Context: an optimization exercise on an open-source flow, tuned for small area. The choices shown serve that exercise and are no tape-out recipe.
Function was checked by simulation only, so behaviour that the tests miss may differ from the original.
No activity file was given, so power comes from the tool's default toggle rates. The clock port is modelled as an ideal driver; clocking choices that lean on that would not hold on a real chip.

run 1:
## fsm
module fsm(
input clk,
input arst,
input [15:0]s_data,
input s_valid,
input s_last,
output s_ready,
input [7:0]s_keep,
output reg [15:0] m_data,
output m_valid,
output reg m_last,
input  m_ready,
output [7:0]m_keep,
input rd_en,
input [11:0]block_len,
output reg last
    );
    assign s_ready = m_ready;
    reg        rst_q;         
    reg  [2:0] wn;            
    reg  [6:0] wr_ptr;
    reg  [6:0] temp;          
    reg  [6:0] rd_ptr;
    reg  [7:0] cnt;           
    reg  [2:0] kq;            
    reg  [511:0] mem;         
    always @(posedge clk) rst_q <= ~arst;
    always @(posedge clk)
      if (rst_q) wn <= 3'd0;
      else if (s_valid & m_ready & (s_keep[7:5] == 3'd0) & (s_keep[1:0] == 2'd0) &
               ~(s_keep[4] & |s_keep[3:2]))
        wn <= s_keep[4:2];
    always @(posedge clk)
      wr_ptr <= (wn == 3'd0) ? 7'd0 : wr_ptr + {4'd0, wn};
    wire [127:0] we;
    wire [15:0]  wd;
    fsm_wrdec u_wr (.wr_ptr(wr_ptr), .wn(wn), .s_data(s_data), .we(we), .wd(wd));
    genvar b, r;
    generate
  ...
Size: ~70 I/O pins, roughly 23,000 µm² of cells after synthesis.
==> flow/config.mk <==
export PLATFORM = sky130hd
export DESIGN_NAME = fsm
export DESIGN_NICKNAME = fsm
export VERILOG_FILES = /design/flow/design.v
export SDC_FILE = /design/flow/constraint.sdc
export NUM_CORES = 8
export LEC_CHECK = 0
export CAP_MARGIN = 20
export CORE_MARGIN = 2
export CORE_UTILIZATION = 60
export SLEW_MARGIN = 20
==> flow/constraint.sdc <==
create_clock -name core_clock -period 6.0 [get_ports {clk}]
set_input_delay 1.2000 -clock core_clock [delete_from_list [all_inputs] [get_ports {clk}]]
set_output_delay 1.2000 -clock core_clock [all_outputs]
set_load 0.01 [all_outputs]
standard.sh (not shown) runs the stock make flow with config.mk's settings and CLKGATE_MAP_FILE= SYNTH_SCRIPT=/design/flow/synth_recipe.tcl, a recipe that flattens the netlist after the stock synthesis.
==> flow/flow/run.sh <==
#!/bin/bash
# Layout flow: the standard synthesis for reference, then the same synthesis with the
# combinational modules fsm_wrdec and fsm_rdmux mapped by hand to cells (flow/gen_cells.py);
# if both give the same flip-flops the mapped netlist is laid out, else the standard one.
# The layout is ORFS's, with buf_1 port buffers and a clock tree without dummy loads.
set -euo pipefail
W=$PWD
R=$W/orfs/results/$FLOW_PLATFORM/fsm/base
export BUFFER_PORTS_ARGS="-buffer_cell sky130_fd_sc_hd__buf_1"
export CTS_ARGS="-sink_clustering_enable -repair_clock_nets -sink_clustering_size 30 -sink_clustering_max_diameter 100 -buf_list sky130_fd_sc_hd__clkbuf_16 -dont_use_dummy_load"

bash standard.sh synth > std_synth.log 2>&1
cp $R/1_2_yosys.v std_1_2_yosys.v

python3 flow/gen_cells.py cells.v > gen.log 2>&1
python3 flow/swap.py design.v cells.v design_mapped.v >> gen.log 2>&1
sed -e "s#WORK_HOME=[^ ]*#WORK_HOME=$W/orfs_map VERILOG_FILES=$W/design_mapped.v#" standard.sh > mapped.sh
bash mapped.sh synth > map_synth.log 2>&1
M=$W/orfs_map/results/$FLOW_PLATFORM/fsm/base
if python3 flow/regs.py std_1_2_yosys.v $M/1_2_yosys.v mapped_1_2_yosys.v > regs.log 2>&1; then
  echo "using the mapped netlist" >> regs.log
  cp mapped_1_2_yosys.v $R/1_2_yosys.v
  rm -f $R/1_synth.odb
else
  echo "flip-flops differ: using the standard netlist" >> regs.log
fi
bash standard.sh > layout.log 2>&1
Other scripts of this flow, unchanged in this note and not shown: flow/flow/gen_cells.py, flow/flow/regs.py, flow/flow/swap.py
Per the final summary, run 1 finished and its layout is clean on timing, DRC and antenna.
Changes in run 2 relative to run 1:
-- flow/flow/run.sh --
<<< run 1, line 8
R=$W/orfs/results/$FLOW_PLATFORM/fsm/base
export BUFFER_PORTS_ARGS="-buffer_cell sky130_fd_sc_hd__buf_1"
export CTS_ARGS="-sink_clustering_enable -repair_clock_nets -sink_clustering_size 30 -sink_clustering_max_diameter 100 -buf_list sky130_fd_sc_hd__clkbuf_16 -dont_use_dummy_load"

bash standard.sh synth > std_synth.log 2>&1
>>> run 2, line 8
R=$W/orfs/results/$FLOW_PLATFORM/fsm/base
export BUFFER_PORTS_ARGS="-buffer_cell sky130_fd_sc_hd__buf_1"
export CTS_ARGS="-sink_clustering_enable -repair_clock_nets -sink_clustering_size 32 -sink_clustering_max_diameter 60 -buf_list sky130_fd_sc_hd__clkbuf_16 -dont_use_dummy_load"

bash standard.sh synth > std_synth.log 2>&1
[summary]
- Taking run 1 as the reference point, the count of clock-buffer cells in the layout of run 2 rises by 14.
- On number of max-slew violations in the final report, run 1 and run 2 are basically level.
- Sort run 1 and run 2 by H-tree depth desc -> top: run 2
- Relative to run 1, sequential share of layout area decreased by 0.96 points in run 2.
- Compared to run 1, run 2 has combinational power share 0.6 points lower.
- The via count reported for run 2 is higher than the one for run 1.
- For run 1, the start point of the critical path was rd_ptr[4]$_SDFFCE_PP0P_, unlike run 2, where it was rd_ptr[1]$_SDFFCE_PP0P_.
- Run 2 reports a higher total global-route track usage than run 1 does.
The inputs of run 3 differ from those of run 2 as listed below.
- SLEW_MARGIN: 20 -> 10
- CAP_MARGIN: 20 -> 10
==> flow/flow/run.sh <==
#!/bin/bash
# Layout flow: the standard synthesis for reference, then the same synthesis with the
# combinational modules fsm_wrdec and fsm_rdmux mapped by hand to cells (flow/gen_cells.py),
# without ORFS's adder cells and with Yosys's default ABC script (flow/my_synth.tcl);
# if both give the same flip-flops the mapped netlist is laid out, else the standard one.
# The layout is ORFS's, with buf_1 port buffers and a clock tree without dummy loads.
set -euo pipefail
W=$PWD
R=$W/orfs/results/$FLOW_PLATFORM/fsm/base
export BUFFER_PORTS_ARGS="-buffer_cell sky130_fd_sc_hd__buf_1"
export CTS_ARGS="-sink_clustering_enable -repair_clock_nets -sink_clustering_size 30 -sink_clustering_max_diameter 100 -sink_clustering_levels 1 -buf_list sky130_fd_sc_hd__clkbuf_16 -dont_use_dummy_load"

bash standard.sh synth > std_synth.log 2>&1
cp $R/1_2_yosys.v std_1_2_yosys.v

python3 flow/gen_cells.py cells.v > gen.log 2>&1
python3 flow/swap.py design.v cells.v design_mapped.v >> gen.log 2>&1
sed -e "s#WORK_HOME=[^ ]*#WORK_HOME=$W/orfs_map VERILOG_FILES=$W/design_mapped.v#" \
    -e "s#SYNTH_SCRIPT=[^ ]*#SYNTH_SCRIPT=$W/flow/my_synth.tcl ADDER_MAP_FILE=#" standard.sh > mapped.sh
bash mapped.sh synth > map_synth.log 2>&1
M=$W/orfs_map/results/$FLOW_PLATFORM/fsm/base
if python3 flow/regs.py std_1_2_yosys.v $M/1_2_yosys.v mapped_1_2_yosys.v > regs.log 2>&1; then
  echo "using the mapped netlist" >> regs.log
  cp mapped_1_2_yosys.v $R/1_2_yosys.v
  rm -f $R/1_synth.odb
else
  echo "flip-flops differ: using the standard netlist" >> regs.log
fi
bash standard.sh > layout.log 2>&1
==> flow/flow/my_synth.tcl (new file) <==
# synth_recipe.tcl (the standard synthesis script) with Yosys's default ABC script in place of
# ORFS's speed script; registers are made exactly as in the standard synthesis.
proc synth {args} { yosys synth -nofsm -noshare {*}$args }
proc abc {args} {
  set out {}
  set skip 0
  foreach a $args {
    if {$skip} { set skip 0; continue }
    if {$a eq "-script"} { set skip 1; continue }
    lappend out $a
  }
  yosys abc {*}$out
}
source $::env(SCRIPTS_DIR)/synth.tcl
# left out here: clear keep_hierarchy, flatten, clean up, hide names made inside functions, write 1_2_yosys.v
Notes after the runs:
Compared with run 2, in run 3 pre-CTS setup slack picked up an extra 0.34 ns; final area lost 4.0%; number of buffers inserted for hold repair after clock tree synthesis neither gained nor lost much; time the final worst path needs with I/O delays and setup lost 0.36 ns; final-layout fill cell count lost 106.
Higher cell count goes to run 2 over run 3.
The inputs of run 4 differ from those of run 3 as listed below.
==> flow/flow/run.sh <==
#!/bin/bash
# Layout flow: the standard synthesis for reference, then the same synthesis with the
# combinational modules fsm_wrdec and fsm_rdmux mapped by hand to cells (flow/gen_cells.py);
# if both give the same flip-flops the mapped netlist is laid out, else the standard one.
# The layout is ORFS's, with buf_1 port buffers and a clock tree without dummy loads.
set -euo pipefail
W=$PWD
R=$W/orfs/results/$FLOW_PLATFORM/fsm/base
export BUFFER_PORTS_ARGS="-buffer_cell sky130_fd_sc_hd__buf_1"
export CTS_ARGS="-sink_clustering_enable -repair_clock_nets -sink_clustering_size 30 -sink_clustering_max_diameter 100 -buf_list sky130_fd_sc_hd__clkbuf_16 -dont_use_dummy_load"

bash standard.sh synth > std_synth.log 2>&1
cp $R/1_2_yosys.v std_1_2_yosys.v

python3 flow/gen_cells.py cells.v > gen.log 2>&1
python3 flow/swap.py design.v cells.v design_mapped.v >> gen.log 2>&1
sed -e "s#WORK_HOME=[^ ]*#WORK_HOME=$W/orfs_map VERILOG_FILES=$W/design_mapped.v#" standard.sh > mapped.sh
bash mapped.sh synth > map_synth.log 2>&1
M=$W/orfs_map/results/$FLOW_PLATFORM/fsm/base
if python3 flow/regs.py std_1_2_yosys.v $M/1_2_yosys.v mapped_1_2_yosys.v > regs.log 2>&1; then
  echo "using the mapped netlist" >> regs.log
  cp mapped_1_2_yosys.v $R/1_2_yosys.v
  rm -f $R/1_synth.odb
else
  echo "flip-flops differ: using the standard netlist" >> regs.log
fi
bash standard.sh > layout.log 2>&1
removed: flow/flow/my_synth.tcl
[summary]
All of run 4 and run 3 finish clean.
The setup slack of run 4 is smaller than that of run 3.
Library cell contributing the largest single delay on the critical path: sky130_fd_sc_hd__nor2_1 -> run 3, sky130_fd_sc_hd__a211o_1 -> run 4
When the final numbers for run 4 and run 3 were put side by side, the area after synthesis turned out to be smaller in run 3.
Run 4 consumes less power than run 3 does.
Count of clock-buffer cells in the layout: run 4 vs run 3 identical
Wire length of the first global-routing pass delta (run 3 -> run 4): insignificant
Run 4 vs. run 3: register fraction of the total cell area went down by 1.6 points.
Comparing largest fanout on the critical path for run 4 and run 3, the smaller number came from run 3.

## v33
fsm again, from the RTL that the note above started with.
export LEC_CHECK = 0
export CAP_MARGIN = 20
export CORE_MARGIN = 2
export CORE_UTILIZATION = 70
export SLEW_MARGIN = 20
create_clock -name core_clock -period 6.0 [get_ports {clk}]
==> flow/flow/run.sh <==
#!/bin/bash
# Layout flow: the standard synthesis for reference, then the same synthesis with the
# combinational modules fsm_wrdec and fsm_rdmux mapped by hand to cells (flow/gen_cells.py);
# if both give the same flip-flops the mapped netlist is laid out, else the standard one.
# The layout is ORFS's, with buf_1 port buffers and a clock tree without dummy loads.
set -euo pipefail
W=$PWD
R=$W/orfs/results/$FLOW_PLATFORM/fsm/base
export BUFFER_PORTS_ARGS="-buffer_cell sky130_fd_sc_hd__buf_1"
export CTS_ARGS="-sink_clustering_enable -repair_clock_nets -sink_clustering_size 30 -sink_clustering_max_diameter 100 -buf_list sky130_fd_sc_hd__clkbuf_16 -dont_use_dummy_load"

bash standard.sh synth > std_synth.log 2>&1
cp $R/1_2_yosys.v std_1_2_yosys.v

python3 flow/gen_cells.py cells.v > gen.log 2>&1
python3 flow/swap.py design.v cells.v design_mapped.v >> gen.log 2>&1
sed -e "s#WORK_HOME=[^ ]*#WORK_HOME=$W/orfs_map VERILOG_FILES=$W/design_mapped.v#" standard.sh > mapped.sh
bash mapped.sh synth > map_synth.log 2>&1
M=$W/orfs_map/results/$FLOW_PLATFORM/fsm/base
if python3 flow/regs.py std_1_2_yosys.v $M/1_2_yosys.v mapped_1_2_yosys.v > regs.log 2>&1; then
  echo "using the mapped netlist" >> regs.log
  cp mapped_1_2_yosys.v $R/1_2_yosys.v
  rm -f $R/1_synth.odb
else
  echo "flip-flops differ: using the standard netlist" >> regs.log
fi
bash standard.sh > layout.log 2>&1
Other scripts of this flow, unchanged in this note and not shown: flow/flow/gen_cells.py, flow/flow/regs.py, flow/flow/swap.py
v33 ended with every stage complete and zero timing, DRC or antenna violations.
The following lists how v22 was set up differently from v33:
- a change of CORE_UTILIZATION from 70 to 60
- a change of CAP_MARGIN from 20 to 10
- a change of SLEW_MARGIN from 20 to 10
-- flow/flow/run.sh --
<<< v33, line 3
# combinational modules fsm_wrdec and fsm_rdmux mapped by hand to cells (flow/gen_cells.py);
>>> v22, line 3
# combinational modules fsm_wrdec and fsm_rdmux mapped by hand to cells (flow/gen_cells.py),
# without ORFS's adder cells and with Yosys's default ABC script (flow/my_synth.tcl);
<<< v33, line 17
sed -e "s#WORK_HOME=[^ ]*#WORK_HOME=$W/orfs_map VERILOG_FILES=$W/design_mapped.v#" standard.sh > mapped.sh
>>> v22, line 18
sed -e "s#WORK_HOME=[^ ]*#WORK_HOME=$W/orfs_map VERILOG_FILES=$W/design_mapped.v#" \
    -e "s#SYNTH_SCRIPT=[^ ]*#SYNTH_SCRIPT=$W/flow/my_synth.tcl ADDER_MAP_FILE=#" standard.sh > mapped.sh
==> flow/flow/my_synth.tcl (new file) <==
# synth_recipe.tcl (the standard synthesis script) with Yosys's default ABC script in place of
# ORFS's speed script; registers are made exactly as in the standard synthesis.
proc synth {args} { yosys synth -nofsm -noshare {*}$args }
proc abc {args} {
  set out {}
  set skip 0
  foreach a $args {
    if {$skip} { set skip 0; continue }
    if {$a eq "-script"} { set skip 1; continue }
    lappend out $a
  }
  yosys abc {*}$out
}
source $::env(SCRIPTS_DIR)/synth.tcl
# left out here: clear keep_hierarchy, flatten, clean up, hide names made inside functions, write 1_2_yosys.v
--- outcome ---
v22 reached the end of the flow, and the finished layout is clean on the timing, DRC and antenna checks. Final cell count: v22 vs v33 down 44. Fill cell instance count of the final layout delta for v22 relative to v33: about 30% higher. v22: placed wire-length estimate higher than v33. Compared with v33, v22 shows achievable clock frequency that has gone up by a little under 10%. In v22 the total stage count of the critical path turned out 3 lower than in v33. On first-pass GRT wire length, v22 tracks v33 almost exactly. v33 → v22: cell area shows a reduction of 560 um2; net switching power figure +1.7%; count of buffering cells on the critical path with inverters included lost 1; post-layout worst setup margin rose 0.40 ns. Relative to v33, global-route usage decreased by 3.8 points in v22.
The following lists how v47 was set up differently from v22:
-- flow/flow/run.sh --
<<< v22, line 11
export CTS_ARGS="-sink_clustering_enable -repair_clock_nets -sink_clustering_size 30 -sink_clustering_max_diameter 100 -buf_list sky130_fd_sc_hd__clkbuf_16 -dont_use_dummy_load"
>>> v47, line 11
export CTS_ARGS="-sink_clustering_enable -repair_clock_nets -sink_clustering_size 32 -sink_clustering_max_diameter 120 -buf_list sky130_fd_sc_hd__clkbuf_16 -dont_use_dummy_load"
## What came out
Total design power improves in v47 relative to v22. Summary of v47 over v22: part of the cycle the worst path needs -0.31 points, leakage power summed over all cells barely changed.

fsm, a different RTL version from the one above (not shown whole).
Size in the first run: ~1700 cells after synthesis, about 570 flip-flops, about 0.025 mm² of cells after synthesis.
Settings: LEC_CHECK=0, CAP_MARGIN=20, CORE_MARGIN=2, CORE_UTILIZATION=60, CTS_BUF_LIST=sky130_fd_sc_hd__clkbuf_4, SLEW_MARGIN=20; clock period 6.0 ns.
run.sh (not shown) runs the stock make flow with config.mk's settings and CLKGATE_MAP_FILE= SYNTH_SCRIPT=/design/flow/synth_recipe.tcl, a recipe that flattens the netlist after the stock synthesis.
Stock flow here: none of the scripts above is used.
Rerun with:
- CORE_UTILIZATION: 60 -> 40
- CTS_BUF_LIST: sky130_fd_sc_hd__clkbuf_4 -> unset
=>
- final area went up by 1.6%
- worst setup slack gets worse by 6.3 ps
- die area went up by 49%
- core utilization went down by 21 points
- maximum frequency hardly moves
- flip-flop and latch count does not change
- wire length went up by 4.5%
Rerun with:
- CORE_UTILIZATION: 40 -> 60
- CTS_BUF_LIST: unset -> sky130_fd_sc_hd__clkbuf_16
- CTS_CLUSTER_DIAMETER: unset -> 100
- CTS_CLUSTER_SIZE: unset -> 30
Effect: Synthesized cell count does not change. Total power decreases by 18%. Sequential share of layout area grows by 3.3 points.
Rerun with:
- CTS_BUF_LIST: sky130_fd_sc_hd__clkbuf_16 -> sky130_fd_sc_hd__clkbuf_8
- CTS_CLUSTER_SIZE: 30 -> 18
The new run finished with timing, DRC and antenna clean.
Global-route usage grows by 0.42 points.
Routed wire length rises by about 0.65%.
Die area stays the same.
Register-to-register slack hardly moves.
Core utilization hardly moves.
Sequential cell count is unchanged.
Cell count climbs by 1.1%.
Clock-buffer cell count climbs by 13.
Clock skew goes up by 3.3 ps.
Setup slack gets better by 7.0 ps.

## static timing again, ports no longer ideal
How much do the figures lean on ideal ports? The routed layouts below were timed once more, with nothing changed but the port constraints.
Step 1: set_driving_cell puts a clkbuf_16 on clk and a buf_2 on each other input, an assumption about the parent block.
Step 2 also shifts input and output timing later by t, the mid clock arrival at the registers, as if the neighbouring blocks saw the same clock.
a / b / c = ideal / step 1 / step 2; a / b = the first two.
| run | shift t [ns] | setup WS [ns] | worst setup path after step 2 |
|---|---|---|---|
| run 1 | 0.615 | 1.394 / 1.394 / 1.233 | input to register |
| run 2 | 0.609 | 1.365 / 1.365 / 1.208 | input to register |
| run 3 | 0.615 | 1.723 / 1.723 / 1.486 | input to register |
| run 4 | 0.614 | 1.362 / 1.362 / 1.239 | input to register |
| v33 | 0.605 | 1.320 / 1.320 / 1.231 | input to register |
| v22 | 0.615 | 1.723 / 1.723 / 1.486 | input to register |
| v47 | 0.621 | 1.741 / 1.741 / 1.495 | input to register |
| the first run of note 3 | 0.888 | 1.171 / 1.171 / 1.048 | input to register |
| the second run of note 3 | 0.665 | 1.164 / 1.164 / 1.069 | input to register |
| the third run of note 3 | 0.636 | 1.171 / 1.171 / 1.057 | input to register |
| the fourth run of note 3 | 0.665 | 1.178 / 1.178 / 1.031 | input to register |
After both steps setup and hold are still met in every run listed. The setup slack of v47, which loses most, moves by 0.000 ns with the drivers and by -0.246 ns with both steps.
